What follows belongs to an exercise in optimizing a design on an open flow for small area; a production flow would make more cautious choices.
Function was checked by simulation only, so behaviour that the tests miss may differ from the original.

==> flow/design.v <==
module b12(
  input            clock,
  input            reset,
  input            start,
  input      [3:0] k,
  output           nloss,
  output     [3:0] nl,
  output reg       speaker
);
  localparam [3:0]
    C_G0 = 4'd4,  C_G2 = 4'd3,  C_G3 = 4'd0,  C_G4 = 4'd9,  C_G5 = 4'd7,
    C_G8 = 4'd2,  C_G9 = 4'd1,
    C_G6 = 4'd5,  C_G11 = 4'd12, C_G10a = 4'd11, C_W0 = 4'd10,
    C_G7 = 4'd13, C_G12 = 4'd8, C_W1 = 4'd14, C_G10 = 4'd15;
  reg       L;           
  reg [3:0] c;           
  reg [4:0] scan, mx, lvl;
  reg [5:0] cnt;
  reg [4:0] ph;
  reg [1:0] dout, din, nxt;
  reg [2:0] ctr;
  reg       s;
  reg [1:0] ring [0:31];
  wire cdone = (cnt == 6'd33);
  wire last  = (scan == mx);
  wire sG2  = (c == C_G2),  sG5 = (c == C_G5), sG6 = (c == C_G6), sG7 = (c == C_G7);
  wire sG9  = (c == C_G9),  sG10 = (c == C_G10), sG10a = (c == C_G10a);
  wire sG11 = (c == C_G11), sG12 = (c == C_G12), sW0 = (c == C_W0), sW1 = (c == C_W1);
  wire       kany = |k;
  wire [1:0] kidx = k[0] ? 2'd0 : k[1] ? 2'd1 : k[2] ? 2'd2 : 2'd3;
  wire       key  = sG10 && !cdone && kany;
  wire [4:0] finc = scan + 5'd1;
  wire adv  = sG5 || sG6 || sG7 || sG10a || sG11 || sG12;
  wire zero = sG2 || sG10 || (L && (sG10a || sG11 || sG12)) || (!L && adv && last);
  wire [4:0] fidx = zero ? 5'd0 : adv ? finc : scan;
  integer i;
  always @(posedge clock) begin
    for (i = 0; i < 31; i = i + 1) ring[i] <= ring[i+1];
    ring[31] <= (!L && ph == mx) ? din : ring[0];
  end
  always @(posedge clock)
    if (fidx[2:0] == ph[2:0]) nxt <= ring[{fidx[4:3] - ph[4:3], 3'b000}];
  always @(posedge clock)
    if (reset) ph <= 5'd0;
    else       ph <= ph + 5'd1;
  wire [1:0] rdat = (!L && last) ? din : nxt;
  always @(posedge clock) begin
    if (sG5 || sG10a || (cdone && (sG6 || sG11)))   cnt <= {1'b0, lvl};
    else if (sG9)                                   cnt <= 6'd0;
    else if (cdone && (sG7 || sG12 || sW0 || sW1))  cnt <= 6'd25;
    else                                            cnt <= cnt + 6'd1;
    if (c == C_G0 || sG2 || c == C_G3 || c == C_G4 || c == C_G8 || sG9) dout <= rdat;
    else if (key)      dout <= kidx;
    if (sG2 || (cdone && (sG7 || sG12 || sG10))) scan <= fidx;
    if (start) mx <= 5'd0;
    else if (cdone && (sG10 || (L && sG12))) mx <= scan;
    else if (cdone && !L && sG12 && last) mx <= finc;
    if (start) lvl <= 5'd0;
    else if (cdone && !L && sG12 && last) lvl <= finc;
    if (sG2) din <= ph[1:0];
  end
  always @(posedge clock) begin
    if (reset) begin
      L <= 1'b0; c <= C_G0;
    end else if (start) begin
      L <= 1'b0; c <= C_G2;
    end else begin
      if (sG10 && cdone) L <= 1'b1;
      else if (key)      L <= (dout != kidx);
      case (c)
        C_G0:   ;
        C_G2:   c <= C_G3;
        C_G3:   c <= C_G4;
        C_G4:   c <= C_G5;
        C_G5:   c <= C_G6;
        C_G6:   if (cdone) c <= C_G7;
        C_G7:   if (cdone) c <= !last ? C_G3 : L ? C_W0 : C_G8;
        C_G8:   c <= C_G9;
        C_G9:   c <= C_G10;
        C_G10:  if (cdone) c <= C_G3; else if (kany) c <= C_G10a;
        C_G10a: c <= C_G11;
        C_G11:  if (cdone) c <= C_G12;
        C_G12:  if (cdone) c <= L ? C_G3 : !last ? C_G8 : (mx != 5'd31) ? C_G2 : C_W0;
        C_W0:   if (cdone) c <= C_W1;
        C_W1:   if (cdone) c <= C_W0;
        default: c <= C_G0;
      endcase
    end
  end
  wire play = sG6 || sG11 || sG10a || sW0;
  wire lit  = sG6 || sG11 || (L && sW0);
  wire [2:0] thr = sW0 ? (L ? 3'd1 : 3'd6) : {1'b0, dout} + 3'd2;
  assign nloss = L;
  assign nl = (!L && sW1) ? 4'b1111 : lit ? (4'b0001 << dout) : 4'b0000;
  always @(posedge clock) begin
    if (reset) begin
      s <= 1'b0; speaker <= 1'b0;
    end else if (play && ctr > thr) begin
      s <= ~s; speaker <= ~s;
    end else if (!play)
      speaker <= 1'b0;
    if (play && !(ctr > thr)) ctr <= ctr + 3'd1;
    else                      ctr <= 3'd0;
  end
endmodule
clock: 5.0 ns
lec_check: 0
abc_area: 1
cap_margin: 20
core_margin: 2
core_utilization: 70
slew_margin: 20
standard.sh (not shown) runs the stock make flow with config.mk's settings and CLKGATE_MAP_FILE= SYNTH_SCRIPT=/design/flow/synth_recipe.tcl, a recipe that flattens the netlist after the stock synthesis.
==> flow/flow/run.sh <==
#!/bin/bash
# Layout flow: the standard ORFS flow (standard.sh) with these changes:
#  1. after the standard synthesis, the combinational cells of the netlist are
#     re-mapped by ABC with an area script; every register instance (name,
#     cell type, connections to D/DE/Q nets) is kept. The new netlist is used
#     only if a SAT proof shows every register input and every output is the
#     same function of the register outputs and inputs as before.
#  2. before floorplan repair, combinational cells start at minimum drive.
#  3. ports are buffered with buf_1; CTS uses clkbuf_8 and no dummy loads.
# Each tool writes its full output to a log file in this folder.
set -o pipefail
here=$(pwd)
R=$here/orfs/results/$FLOW_PLATFORM/b12/base
LIB=$FLOW_HOME/platforms/sky130hd/lib/sky130_fd_sc_hd__tt_025C_1v80.lib
export PRE_FLOORPLAN_TCL=$here/flow/downsize.tcl
export BUFFER_PORTS_ARGS="-buffer_cell sky130_fd_sc_hd__buf_1"
export CTS_ARGS="-sink_clustering_enable -repair_clock_nets -buf_list sky130_fd_sc_hd__clkbuf_8 -dont_use_dummy_load"

bash standard.sh $R/1_2_yosys.v > standard_synth.log 2>&1 || exit 1

# --- re-map the combinational logic
mkdir -p reopt
cp $R/1_2_yosys.v reopt/std.v
python3 flow/filtlib.py $LIB reopt/comb.lib > reopt_filtlib.log 2>&1
cat > reopt/reopt.ys <<YS
read_liberty -ignore_miss_func $LIB
read_verilog reopt/std.v
hierarchy -top $FLOW_TOP
setattr -mod -set keep_hierarchy 1 sky130_fd_sc_hd__dfxtp_1 sky130_fd_sc_hd__edfxtp_1 sky130_fd_sc_hd__conb_1
flatten
opt -purge
abc -liberty reopt/comb.lib -script flow/reopt.abc
opt_clean -purge
stat -liberty $LIB
select $FLOW_TOP
write_verilog -noattr -noexpr -selected reopt/new.v
YS
yosys -l reopt_yosys.log -q reopt/reopt.ys > /dev/null 2>&1
ok=0
if [[ -s reopt/new.v ]]; then
  python3 flow/cutff.py reopt/std.v reopt/a.v > reopt_cut.log 2>&1 &&
  python3 flow/cutff.py reopt/new.v reopt/b.v >> reopt_cut.log 2>&1 &&
  cat > reopt/eq.ys <<YS
read_liberty -ignore_miss_func $LIB
read_verilog reopt/a.v
rename $FLOW_TOP gold
read_verilog reopt/b.v
rename $FLOW_TOP gate
hierarchy -check
flatten
opt_clean
miter -equiv -flatten -make_assert gold gate m
hierarchy -top m
sat -verify -prove-asserts m
YS
  yosys -l reopt_equiv.log -q reopt/eq.ys > /dev/null 2>&1 && grep -q "SUCCESS" reopt_equiv.log && ok=1
fi
nstd=$(grep -cE "sky130_fd_sc_hd__(dfxtp|edfxtp)_" reopt/std.v)
nnew=$(grep -cE "sky130_fd_sc_hd__(dfxtp|edfxtp)_" reopt/new.v 2>/dev/null || echo 0)
if [[ $ok == 1 && $nstd == $nnew ]]; then
  echo "re-mapped netlist proven equivalent; using it" > reopt_result.log
  cp reopt/new.v $R/1_2_yosys.v
else
  echo "re-mapped netlist not used (proof $ok, registers $nstd/$nnew)" > reopt_result.log
fi

bash standard.sh > standard.log 2>&1
Other scripts of this flow, unchanged in this note and not shown: flow/flow/cutff.py, flow/flow/downsize.tcl, flow/flow/filtlib.py, flow/flow/reopt.abc
Edit:
--- a/flow/flow/run.sh
+++ b/flow/flow/run.sh
@@ -17 +17 @@
-export CTS_ARGS="-sink_clustering_enable -repair_clock_nets -buf_list sky130_fd_sc_hd__clkbuf_8 -dont_use_dummy_load"
+export CTS_ARGS="-sink_clustering_enable -repair_clock_nets -buf_list sky130_fd_sc_hd__clkbuf_8 -dont_use_dummy_load -sink_clustering_size 30 -sink_clustering_max_diameter 150"
Final cell count is unchanged.
Routed wire length stays the same.
Synthesized area stays the same.
Cell area does not change.
Synthesized cell count is unchanged.
Setup slack stays the same.

[static timing again, ports no longer ideal]
Ports are ideal in the flow. The routed layouts listed here were re-timed in OpenROAD. Step 1: set_driving_cell puts a clkbuf_16 on clock and a buf_2 on each other input, an assumption about the parent block. Step 2 times the ports against the registers' clock, not the clock port: input delays grow and output delays shrink by t, the midpoint of the rising clock arrivals with the driver on. Slacks: no drivers / after step 1 / after step 2; pairs: no drivers / after step 1.
run	t, ns	setup WS [ns]	worst setup path at the end	worst data-port slew with drivers (ns)	cell pins on the clock port's net
the first run	0.382	0.708 / 0.708 / 0.708	register to register	0.03	1
the second run	0.382	0.708 / 0.708 / 0.708	register to register	0.03	1
After both steps every run listed still meets setup and hold.
